Context: an optimization exercise on an open-source flow, tuned for small area. The choices shown serve that exercise and are no tape-out recipe. Where RTL was checked, it was by simulation tests only, not by an equivalence proof against the original.

==> inputs of run H <==
==> flow/design.v <==
module FullAdd(input logic a, b, c, output logic s, co);
    assign s = a ^ b ^ c;
    assign co = (a & b) | (a & c) | (b & c);
endmodule
module ALU(input logic [7:0] a, b, output logic [7:0] sum);   
    logic [6:0] c;
    assign sum[0] = ~(a[0] ^ b[0]);
    assign c[0] = a[0] | b[0];
    for (genvar i = 1; i < 7; i++) begin : stage
        FullAdd fa(a[i], b[i], c[i-1], sum[i], c[i]);
    end
    assign sum[7] = a[7] ^ b[7] ^ c[6];
endmodule
module SelPair(input logic d0, s0, d1, s1, output logic y);
    assign y = ~((d0 | s0) & (d1 | s1));
endmodule
module Or8(input logic [7:0] a, output logic y);
    assign y = |a;
endmodule
module Sel16(input logic [15:0] d, input logic [15:0] sn, output logic yn);
    logic [7:0] p;
    for (genvar i = 0; i < 8; i++) begin : pair
        SelPair sp(d[2*i], sn[2*i], d[2*i+1], sn[2*i+1], p[i]);
    end
    Or8 n(p, yn);
endmodule
module Predecode4(input logic [1:0] a, output logic [3:0] y);
    assign y = {a[1] & a[0], a[1] & ~a[0], ~a[1] & a[0], ~a[1] & ~a[0]};
endmodule
module Nand2(input logic a, b, output logic y);
    assign y = ~(a & b);
endmodule
module Decode16(input logic [3:0] a, output logic [15:0] sn);
    logic [3:0] lo, hi;
    Predecode4 pl(a[1:0], lo);
    Predecode4 ph(a[3:2], hi);
    for (genvar w = 0; w < 16; w++) begin : word
        Nand2 n(hi[w / 4], lo[w % 4], sn[w]);
    end
endmodule
module Nor2(input logic a, b, output logic y);
    assign y = ~(a | b);
endmodule
module WriteDecode(
    input logic [3:0] wa,
    input logic weR, weM, clr,
    output logic [15:0] deR, deM);
    logic [3:0] hiN, loRN, loMN;
    always_comb
        for (int i = 0; i < 4; i++) begin
            hiN[i]  = ~clr & (wa[3:2] != i);
            loRN[i] = ~clr & ~(weR & (wa[1:0] == i));
            loMN[i] = ~clr & ~(weM & (wa[1:0] == i));
        end
    for (genvar w = 0; w < 16; w++) begin : word
        Nor2 nr(hiN[w / 4], loRN[w % 4], deR[w]);
        Nor2 nm(hiN[w / 4], loMN[w % 4], deM[w]);
    end
endmodule
module RegisterFile(
    input logic clk,
    input logic [15:0] de,
    input logic [7:0] d,
    output logic [127:0] q);
    logic [7:0] m [15:0];
    always_ff @(posedge clk)
        for (int w = 0; w < 16; w++)
            if (de[w])
                m[w] <= d;
    always_comb
        for (int w = 0; w < 16; w++)
            q[8*w +: 8] = m[w];
endmodule
module ReadPort(input logic [127:0] q, input logic [15:0] sn, output logic [7:0] yn);
    for (genvar b = 0; b < 8; b++) begin : bit_
        logic [15:0] col;
        for (genvar w = 0; w < 16; w++) begin : word
            assign col[w] = q[8*w + b];
        end
        Sel16 sel(col, sn, yn[b]);
    end
endmodule
module Debouncer #(parameter DEBOUNCE_CYCLES = 250)
(input logic clk, input logic rst, input logic button, output logic pulse);
localparam logic [7:0] INV = 8'hAA;
localparam logic [7:0] SEED = 8'b00010001;
logic [7:0] u, t, tn;
logic z7, start, fb;
assign t = u ^ INV;
assign z7 = (t[6:0] == 7'd0);                    
assign start = z7 & ~t[7] & button;              
assign fb = (t[7] ^ t[5] ^ t[4] ^ t[3]) & ~z7;
assign tn = rst ? 8'd0 : {t[6:4], t[3] | start, t[2:0], fb | start};
assign pulse = (t == SEED);
always_ff @(posedge clk)
    u <= tn ^ INV;
endmodule
module SevenSegmentDisplay(
    input logic clk,
    input logic rst,
    input logic [3:0] addr,
    input logic [7:0] dataN,       
    output logic [6:0] seg,
    output logic [3:0] an);
    logic [9:0] count;
    logic [7:0] pre;
    logic z7;
    assign z7 = (pre[6:0] == 7'd0);
    always_ff @(posedge clk)
        if (rst) begin
            pre <= 8'd0;
            count[9:8] <= 2'd0;
        end else begin
            pre <= {pre[6:0], pre[7] ^ pre[5] ^ pre[4] ^ pre[3] ^ z7};
            if (z7 & pre[7])
                count[9:8] <= count[9:8] + 2'd1;
        end
    assign count[7:0] = pre;
    logic [3:0] nib;
    always_comb begin
        case (count[9:8])
            2'b00: begin nib = ~dataN[3:0]; an = 4'b1110; end
            2'b01: begin nib = ~dataN[7:4]; an = 4'b1101; end
            2'b10: begin nib = 4'd0;      an = 4'b1011; end
            default: begin nib = addr;    an = 4'b0111; end
        endcase
        if (count[9:8] == 2'b10)
            seg = 7'b0111111;
        else
            case (nib)
                4'd0 : seg = 7'b1000000;
                4'd1 : seg = 7'b1111001;
                4'd2 : seg = 7'b0100100;
                4'd3 : seg = 7'b0110000;
                4'd4 : seg = 7'b0011001;
                4'd5 : seg = 7'b0010010;
                4'd6 : seg = 7'b0000010;
                4'd7 : seg = 7'b1111000;
                4'd8 : seg = 7'b0000000;
                4'd9 : seg = 7'b0010000;
                4'd10: seg = 7'b0001000;
                4'd11: seg = 7'b0000011;
                4'd12: seg = 7'b1000110;
                4'd13: seg = 7'b0100001;
                4'd14: seg = 7'b0000110;
                default: seg = 7'b0001110;
            endcase
    end
endmodule
module InstructionMemory(
    input logic [4:0] readAddress,
    input logic fromRom,
    input logic [15:0] swIns,
    output logic [15:0] fetched, readData2);
    function automatic logic [15:0] rom0(input logic [4:0] a);
        case (a)
            5'd0: rom0 = 16'h2000;
            5'd1: rom0 = 16'h2011;
            5'd2: rom0 = 16'h3200;
            5'd3: rom0 = 16'h3300;
            5'd4: rom0 = 16'h3401;
            5'd5: rom0 = 16'ha921;
            5'd6: rom0 = 16'h4330;
            5'd7: rom0 = 16'h4224;
            5'd8: rom0 = 16'ha500;
            5'd9: rom0 = 16'h0033;
            5'd10: rom0 = 16'h0022;
            5'd11: rom0 = 16'h0033;
            5'd12: rom0 = 16'h4501;
            5'd13: rom0 = 16'h4612;
            5'd14: rom0 = 16'h4723;
            5'd15: rom0 = 16'h4834;
            5'd16: rom0 = 16'h4801;
            5'd17: rom0 = 16'h4923;
            5'd18: rom0 = 16'h4a45;
            5'd19: rom0 = 16'h4b67;
            5'd20: rom0 = 16'h4c89;
            5'd21: rom0 = 16'h4dab;
            5'd22: rom0 = 16'ha000;
            5'd23: rom0 = 16'ha000;
            5'd24: rom0 = 16'ha000;
            5'd25: rom0 = 16'ha000;
            5'd26: rom0 = 16'ha68d;
            5'd27: rom0 = 16'ha29b;
            5'd28: rom0 = 16'h6000;
            5'd29: rom0 = 16'h8000;
            5'd30: rom0 = 16'ha000;
            5'd31: rom0 = 16'he000;
        endcase
    endfunction
    function automatic logic [15:0] rom1(input logic [4:0] a);
        case (a)
            5'd0: rom1 = 16'h2011;
            5'd1: rom1 = 16'h3200;
            5'd2: rom1 = 16'h3300;
            5'd3: rom1 = 16'h3401;
            5'd4: rom1 = 16'ha921;
            5'd5: rom1 = 16'h4330;
            5'd6: rom1 = 16'h4224;
            5'd7: rom1 = 16'ha500;
            5'd8: rom1 = 16'h0033;
            5'd9: rom1 = 16'h0022;
            5'd10: rom1 = 16'h0033;
            5'd11: rom1 = 16'h4501;
            5'd12: rom1 = 16'h4612;
            5'd13: rom1 = 16'h4723;
            5'd14: rom1 = 16'h4834;
            5'd15: rom1 = 16'h4801;
            5'd16: rom1 = 16'h4923;
            5'd17: rom1 = 16'h4a45;
            5'd18: rom1 = 16'h4b67;
            5'd19: rom1 = 16'h4c89;
            5'd20: rom1 = 16'h4dab;
            5'd21: rom1 = 16'ha000;
            5'd22: rom1 = 16'ha000;
            5'd23: rom1 = 16'ha000;
            5'd24: rom1 = 16'ha000;
            5'd25: rom1 = 16'ha68d;
            5'd26: rom1 = 16'ha29b;
            5'd27: rom1 = 16'h6000;
            5'd28: rom1 = 16'h8000;
            5'd29: rom1 = 16'ha000;
            5'd30: rom1 = 16'he000;
            5'd31: rom1 = 16'h2000;
        endcase
    endfunction
    assign fetched = fromRom ? rom0(readAddress) : swIns;
    assign readData2 = rom1(readAddress);
endmodule
module TopDesign
    (
    input logic clk,
    input logic rst,
    input logic [15:0] swIns,
    input logic [4:0] debouncer,
    output logic [15:0] insLed,
    output logic [6:0] seg,
    output logic dp,
    output logic [3:0] an
    );
    logic up, centre, left, right, down;
    Debouncer upButton    (clk, rst, debouncer[1], up);
    Debouncer centerButton(clk, rst, debouncer[0], centre);
    Debouncer rightButton (clk, rst, debouncer[3], right);
    Debouncer leftButton  (clk, rst, debouncer[2], left);
    Debouncer downButton  (clk, rst, debouncer[4], down);
    logic [4:0] pc;
    logic [3:0] memoryAddress;
    logic [15:0] ir;        
    logic irValid;          
    logic [2:0] op;
    logic clr, run, isStore, isLoad, isAdd, isBranch, stop;
    assign op = ir[15:13];
    assign clr = rst | up;
    assign run = irValid;
    assign isStore  = run & (op == 3'b000);
    assign isLoad   = run & (op == 3'b001);
    assign isAdd    = run & (op == 3'b010);
    assign isBranch = run & (op == 3'b101);
    assign stop     = run & (op == 3'b111);
    logic [7:0] regAN, regBN, memPN, memDN, regA, regB, memP, memD;
    assign regA = ~regAN;
    assign regB = ~regBN;
    assign memP = ~memPN;
    assign memD = ~memDN;
    logic [3:0] wAddr;
    logic [7:0] sum, sumN;
    ALU alu(regAN, regBN, sumN);
    assign sum = ~sumN;
    logic [7:0] wData;
    assign wAddr = (ir[12] | op[1]) ? ir[11:8] : ir[7:4];
    always_comb
        if (op[1])
            wData = sum;
        else if (ir[12])
            wData = ir[7:0];
        else if (op[0])
            wData = memP;
        else
            wData = regA;
    logic [127:0] regQ, memQ;
    logic [15:0] selA, selB, selD;
    logic [15:0] deR, deM;
    logic [7:0] dIn;
    assign dIn = wData & {8{~clr}};
    WriteDecode writeDecode(wAddr, isLoad | isAdd, isStore, clr, deR, deM);
    RegisterFile registerFile(clk, deR, dIn, regQ);
    RegisterFile memory(clk, deM, dIn, memQ);
    Decode16 decodeA(ir[3:0], selA);
    Decode16 decodeB(ir[7:4], selB);
    Decode16 decodeD(memoryAddress, selD);
    ReadPort readA(regQ, selA, regAN);
    ReadPort readB(regQ, selB, regBN);
    ReadPort readP(memQ, selA, memPN);
    ReadPort readD(memQ, selD, memDN);
    logic load;
    logic [4:0] pcNext;
    logic [15:0] romWord;
    assign load = (down | centre) & ~left & ~right;
    always_comb
        for (int i = 0; i < 5; i++)
            pcNext[i] = pc[i] ^ (&(pc | ~(5'h1f >> (5 - i))));
    logic [3:0] addrStep, flip;
    assign flip = memoryAddress ^ {4{left}};
    always_comb
        for (int i = 0; i < 4; i++)
            addrStep[i] = memoryAddress[i] ^ (&(flip | ~(4'hf >> (4 - i))));
    InstructionMemory instructions(pc, down, swIns, romWord, insLed);
    always_ff @(posedge clk) begin
        if (rst) begin
            pc <= 5'd0;
            memoryAddress <= 4'd0;
            irValid <= 1'b0;
        end else if (up) begin
            pc <= 5'd0;
        end else if (!stop) begin
            irValid <= load;
            if (left || right)
                memoryAddress <= addrStep;
            else if (down)
                pc <= pcNext;
            else if (!centre && isBranch && (regA[0] == regB[0]))
                pc <= ir[12:8];
        end
        if (!clr && !stop && load)
            ir <= romWord;
    end
    SevenSegmentDisplay display(clk, rst, memoryAddress, memDN, seg, an);
    assign dp = 1'b1;
endmodule
==> flow/flow/run.sh <==
#!/bin/bash
# Layout flow: the standard flow (standard.sh) with these changes.
#  Synthesis: ORFS's synth.tcl with two edits, made here with sed:
#   - Yosys's extract_fa (half/full adder extraction) only runs on the
#     FullAdd module, so the rest of the logic is left to ABC;
#   - ABC uses flow/abc_area.script (area-oriented mapping) instead of
#     ORFS's speed script.
#   Everything else (synth_recipe.tcl's -nofsm -noshare, flatten and renames,
#   the register mapping) is unchanged, so the registers are the standard
#   synthesis's.
#  Placement: port buffers use the smallest buffer cell, buf_1.
#  CTS: clkbuf_4 clock buffers, leaf clusters of up to 10 sinks within
#   35 um, no dummy loads.
set -euo pipefail
W=$PWD
sed -e 's|^  extract_fa {\*}\[dont_use_extract_fa_args\]$|  extract_fa {*}[dont_use_extract_fa_args] FullAdd|' \
    -e 's|^  log_cmd abc {\*}\$abc_args$|  lset abc_args 1 '"$W"'/flow/abc_area.script\n  log_cmd abc {*}$abc_args|' \
    "$FLOW_HOME/scripts/synth.tcl" > own_synth.tcl
grep -q 'extract_fa {\*}\[dont_use_extract_fa_args\] FullAdd' own_synth.tcl
grep -q 'flow/abc_area.script' own_synth.tcl
sed -e "s|^source \$::env(SCRIPTS_DIR)/synth.tcl$|source $W/own_synth.tcl|" synth_recipe.tcl > own_synth_recipe.tcl
grep -q own_synth.tcl own_synth_recipe.tcl
sed -e "s|SYNTH_SCRIPT=[^ ]*|SYNTH_SCRIPT=$W/own_synth_recipe.tcl|" standard.sh > own_standard.sh
grep -q own_synth_recipe.tcl own_standard.sh
bash own_standard.sh \
  "BUFFER_PORTS_ARGS=-buffer_cell sky130_fd_sc_hd__buf_1" \
  "CTS_ARGS=-sink_clustering_enable -repair_clock_nets -dont_use_dummy_load -sink_clustering_size 9 -sink_clustering_max_diameter 60 -buf_list sky130_fd_sc_hd__clkbuf_4" \
  finish > standard.log 2>&1
==> flow/flow/abc_area.script <==
&get -n
&st
&dch
&nf -R 1000
&st
&syn2
&dch
&nf -R 1000
&put
topo
stime -c
dnsize -c
==> flow/standard.sh <==
#!/bin/bash
# synth_recipe.tcl (not shown) runs the flow's synth.tcl, then flattens the netlist and writes it again
# the make line also repeats each setting of config.mk as NAME=value (left out here)
make -C /OpenROAD-flow-scripts/flow DESIGN_CONFIG=/design/flow/config.mk WORK_HOME=/design/flow/orfs CLKGATE_MAP_FILE= SYNTH_SCRIPT=/design/flow/synth_recipe.tcl "${@:-finish}"
==> flow/config.mk <==
export PLATFORM = sky130hd
export DESIGN_NAME = TopDesign
export DESIGN_NICKNAME = TopDesign
export VERILOG_FILES = /design/flow/design.v
export SDC_FILE = /design/flow/constraint.sdc
export NUM_CORES = 4
export LEC_CHECK = 0
export CAP_MARGIN = 20
export CORE_MARGIN = 2
export CORE_UTILIZATION = 65
export SLEW_MARGIN = 20
export SYNTH_HIERARCHICAL = 1
==> flow/constraint.sdc <==
create_clock -name core_clock -period 10.0 [get_ports {clk}]
set_input_delay 2.0000 -clock core_clock [delete_from_list [all_inputs] [get_ports {clk}]]
set_output_delay 2.0000 -clock core_clock [all_outputs]
set_load 0.01 [all_outputs]
==> run C (differences from run H) <==
==> flow/design.v, changed modules only <==
module Nor8(input logic [7:0] a, output logic y);
    assign y = ~|a;
endmodule
module Sel16(input logic [15:0] d, input logic [15:0] sn, output logic y);
    logic [7:0] p;
    for (genvar i = 0; i < 8; i++) begin : pair
        SelPair sp(d[2*i], sn[2*i], d[2*i+1], sn[2*i+1], p[i]);
    end
    Nor8 n(p, y);
endmodule
module ReadPort(input logic [127:0] q, input logic [15:0] sn, output logic [7:0] y);
    for (genvar b = 0; b < 8; b++) begin : bit_
        logic [15:0] col;
        for (genvar w = 0; w < 16; w++) begin : word
            assign col[w] = q[8*w + b];
        end
        Sel16 sel(col, sn, y[b]);
    end
endmodule
module Debouncer #(parameter DEBOUNCE_CYCLES = 250)
(input logic clk, input logic rst, input logic button, output logic pulse);
logic [7:0] t;
always_ff @(posedge clk)
    if (rst || t == 8'b01101000) t <= 8'd0;
    else if (t == 8'd0) t <= {7'd0, button};
    else t <= {t[6:0], t[7]^t[5]^t[4]^t[3]};
assign pulse = (t == 8'd1);
endmodule
module SevenSegmentDisplay(
    input logic clk,
    input logic rst,
    input logic [3:0] addr,
    input logic [7:0] data,
    output logic [6:0] seg,
    output logic [3:0] an);
    logic [9:0] count;
    logic [7:0] pre;
    logic z7;
    assign z7 = (pre[6:0] == 7'd0);
    always_ff @(posedge clk)
        if (rst) begin
            pre <= 8'd0;
            count[9:8] <= 2'd0;
        end else begin
            pre <= {pre[6:0], pre[7] ^ pre[5] ^ pre[4] ^ pre[3] ^ z7};
            if (z7 & pre[7])
                count[9:8] <= count[9:8] + 2'd1;
        end
    assign count[7:0] = pre;
    logic [3:0] nib;
    always_comb begin
        case (count[9:8])
            2'b00: begin nib = data[3:0]; an = 4'b1110; end
            2'b01: begin nib = data[7:4]; an = 4'b1101; end
            2'b10: begin nib = 4'd0;      an = 4'b1011; end
            default: begin nib = addr;    an = 4'b0111; end
        endcase
        if (count[9:8] == 2'b10)
            seg = 7'b0111111;
        else
            case (nib)
                4'd0 : seg = 7'b1000000;
                4'd1 : seg = 7'b1111001;
                4'd2 : seg = 7'b0100100;
                4'd3 : seg = 7'b0110000;
                4'd4 : seg = 7'b0011001;
                4'd5 : seg = 7'b0010010;
                4'd6 : seg = 7'b0000010;
                4'd7 : seg = 7'b1111000;
                4'd8 : seg = 7'b0000000;
                4'd9 : seg = 7'b0010000;
                4'd10: seg = 7'b0001000;
                4'd11: seg = 7'b0000011;
                4'd12: seg = 7'b1000110;
                4'd13: seg = 7'b0100001;
                4'd14: seg = 7'b0000110;
                default: seg = 7'b0001110;
            endcase
    end
endmodule
module TopDesign
    (
    input logic clk,
    input logic rst,
    input logic [15:0] swIns,
    input logic [4:0] debouncer,
    output logic [15:0] insLed,
    output logic [6:0] seg,
    output logic dp,
    output logic [3:0] an
    );
    logic up, centre, left, right, down;
    Debouncer upButton    (clk, rst, debouncer[1], up);
    Debouncer centerButton(clk, rst, debouncer[0], centre);
    Debouncer rightButton (clk, rst, debouncer[3], right);
    Debouncer leftButton  (clk, rst, debouncer[2], left);
    Debouncer downButton  (clk, rst, debouncer[4], down);
    logic [4:0] pc;
    logic [3:0] memoryAddress;
    logic [15:0] ir;        
    logic irValid;          
    logic [2:0] op;
    logic clr, run, isStore, isLoad, isAdd, isBranch, stop;
    assign op = ir[15:13];
    assign clr = rst | up;
    assign run = irValid & ~clr;
    assign isStore  = run & (op == 3'b000);
    assign isLoad   = run & (op == 3'b001);
    assign isAdd    = run & (op == 3'b010);
    assign isBranch = run & (op == 3'b101);
    assign stop     = run & (op == 3'b111);
    logic [7:0] regA, regB, memP, memD;
    logic [3:0] wAddr;
    logic [7:0] wData;
    assign wAddr = (ir[12] | op[1]) ? ir[11:8] : ir[7:4];
    always_comb
        if (op[1])
            wData = regA + regB;
        else if (ir[12])
            wData = ir[7:0];
        else if (op[0])
            wData = memP;
        else
            wData = regA;
    logic [127:0] regQ, memQ;
    logic [15:0] selA, selB, selD;
    logic [15:0] deR, deM;
    logic [7:0] dIn;
    assign dIn = wData & {8{~clr}};
    WriteDecode writeDecode(wAddr, isLoad | isAdd, isStore, clr, deR, deM);
    RegisterFile registerFile(clk, deR, dIn, regQ);
    RegisterFile memory(clk, deM, dIn, memQ);
    Decode16 decodeA(ir[3:0], selA);
    Decode16 decodeB(ir[7:4], selB);
    Decode16 decodeD(memoryAddress, selD);
    ReadPort readA(regQ, selA, regA);
    ReadPort readB(regQ, selB, regB);
    ReadPort readP(memQ, selA, memP);
    ReadPort readD(memQ, selD, memD);
    logic load;
    logic [4:0] pcNext;
    logic [15:0] romWord;
    assign load = (down | centre) & ~left & ~right;
    assign pcNext = pc + 5'd1;
    InstructionMemory instructions(pc, down, swIns, romWord, insLed);
    always_ff @(posedge clk) begin
        if (rst) begin
            pc <= 5'd0;
            memoryAddress <= 4'd0;
            irValid <= 1'b0;
        end else if (up) begin
            pc <= 5'd0;
        end else if (!stop) begin
            irValid <= load;
            if (left)
                memoryAddress <= memoryAddress - 4'd1;
            else if (right)
                memoryAddress <= memoryAddress + 4'd1;
            else if (down)
                pc <= pcNext;
            else if (!centre && isBranch && (regA[0] == regB[0]))
                pc <= ir[12:8];
        end
        if (!clr && !stop && load)
            ir <= romWord;
    end
    SevenSegmentDisplay display(clk, rst, memoryAddress, memD, seg, an);
    assign dp = 1'b1;
endmodule
// module FullAdd removed
// module ALU removed
// module Or8 removed
==> flow/run.sh (new file) <==
#!/bin/bash
# synth_recipe.tcl (not shown) runs the flow's synth.tcl, then flattens the netlist and writes it again
# the make line also repeats each setting of config.mk as NAME=value (left out here)
make -C /OpenROAD-flow-scripts/flow DESIGN_CONFIG=/design/flow/config.mk WORK_HOME=/design/flow/orfs CLKGATE_MAP_FILE= SYNTH_SCRIPT=/design/flow/synth_recipe.tcl finish
- CORE_UTILIZATION: 65 -> 40
- CTS_BUF_LIST: not set -> sky130_fd_sc_hd__clkbuf_16
- CTS_CLUSTER_DIAMETER: not set -> 60
- CTS_CLUSTER_SIZE: not set -> 28
removed: flow/flow/run.sh
removed: flow/flow/abc_area.script
removed: flow/standard.sh
==> reports/metrics.cfg <==
[setup_path]
arrival_ps = 6530
cp_data_required_time_ps = 10330
crit_fanout = 32

[grt]
grt_pass1_vias = 11400

[final_layout]
inv_count = 12

[route]
drt_wl_total_um = 43500

[place]
place_ws_ps = 3630

[status]
status = complete, no violations

[floorplanning]
nWellTaps = 280

-- figures above: run H

==> reports/metrics.cfg <==
[floorplanning]
nWellTaps = 518

[route]
drt_wl_total_um = 47100

[status]
status = complete, no violations

[final_layout]
inv_count = 50

[setup_path]
crit_fanout = 10
arrival_ps = 4810

[place]
place_ws_ps = 3780

-- figures above: run C

Only the layout flow was run in run C; the RTL was not checked for function there.

## what the ideal ports hide
The results above use ideal ports. As a check the final layouts listed here were re-extracted and re-timed, cells and wires unchanged. Step 1 sets driving cells, clkbuf_16 on the clock port and buf_2 on the other inputs (assumed; they add their load-dependent delay and slew). Step 2 moves the port delays by t, midway between the first and last clock arrival at a register: inputs arrive t later, outputs are due t later. That takes back most of the time a late clock gives input paths. Slacks: ideal ports / drivers / drivers and shift; pairs: ideal ports / drivers.
| run | shift t [ns] | slack for setup (ns) | clock arrival spread, ns | worst data-port slew with drivers (ns) | cell pins on the clock port's net |
|---|---|---|---|---|---|
| run H | 0.688 | 3.799 / 3.799 / 3.799 | 0.055 / 0.055 | 0.04 | 1 |
| run C | 0.608 | 3.192 / 3.139 / 3.747 | 0.024 / 0.024 | 0.05 | 1 |
After both steps setup and hold are still met in every run listed.
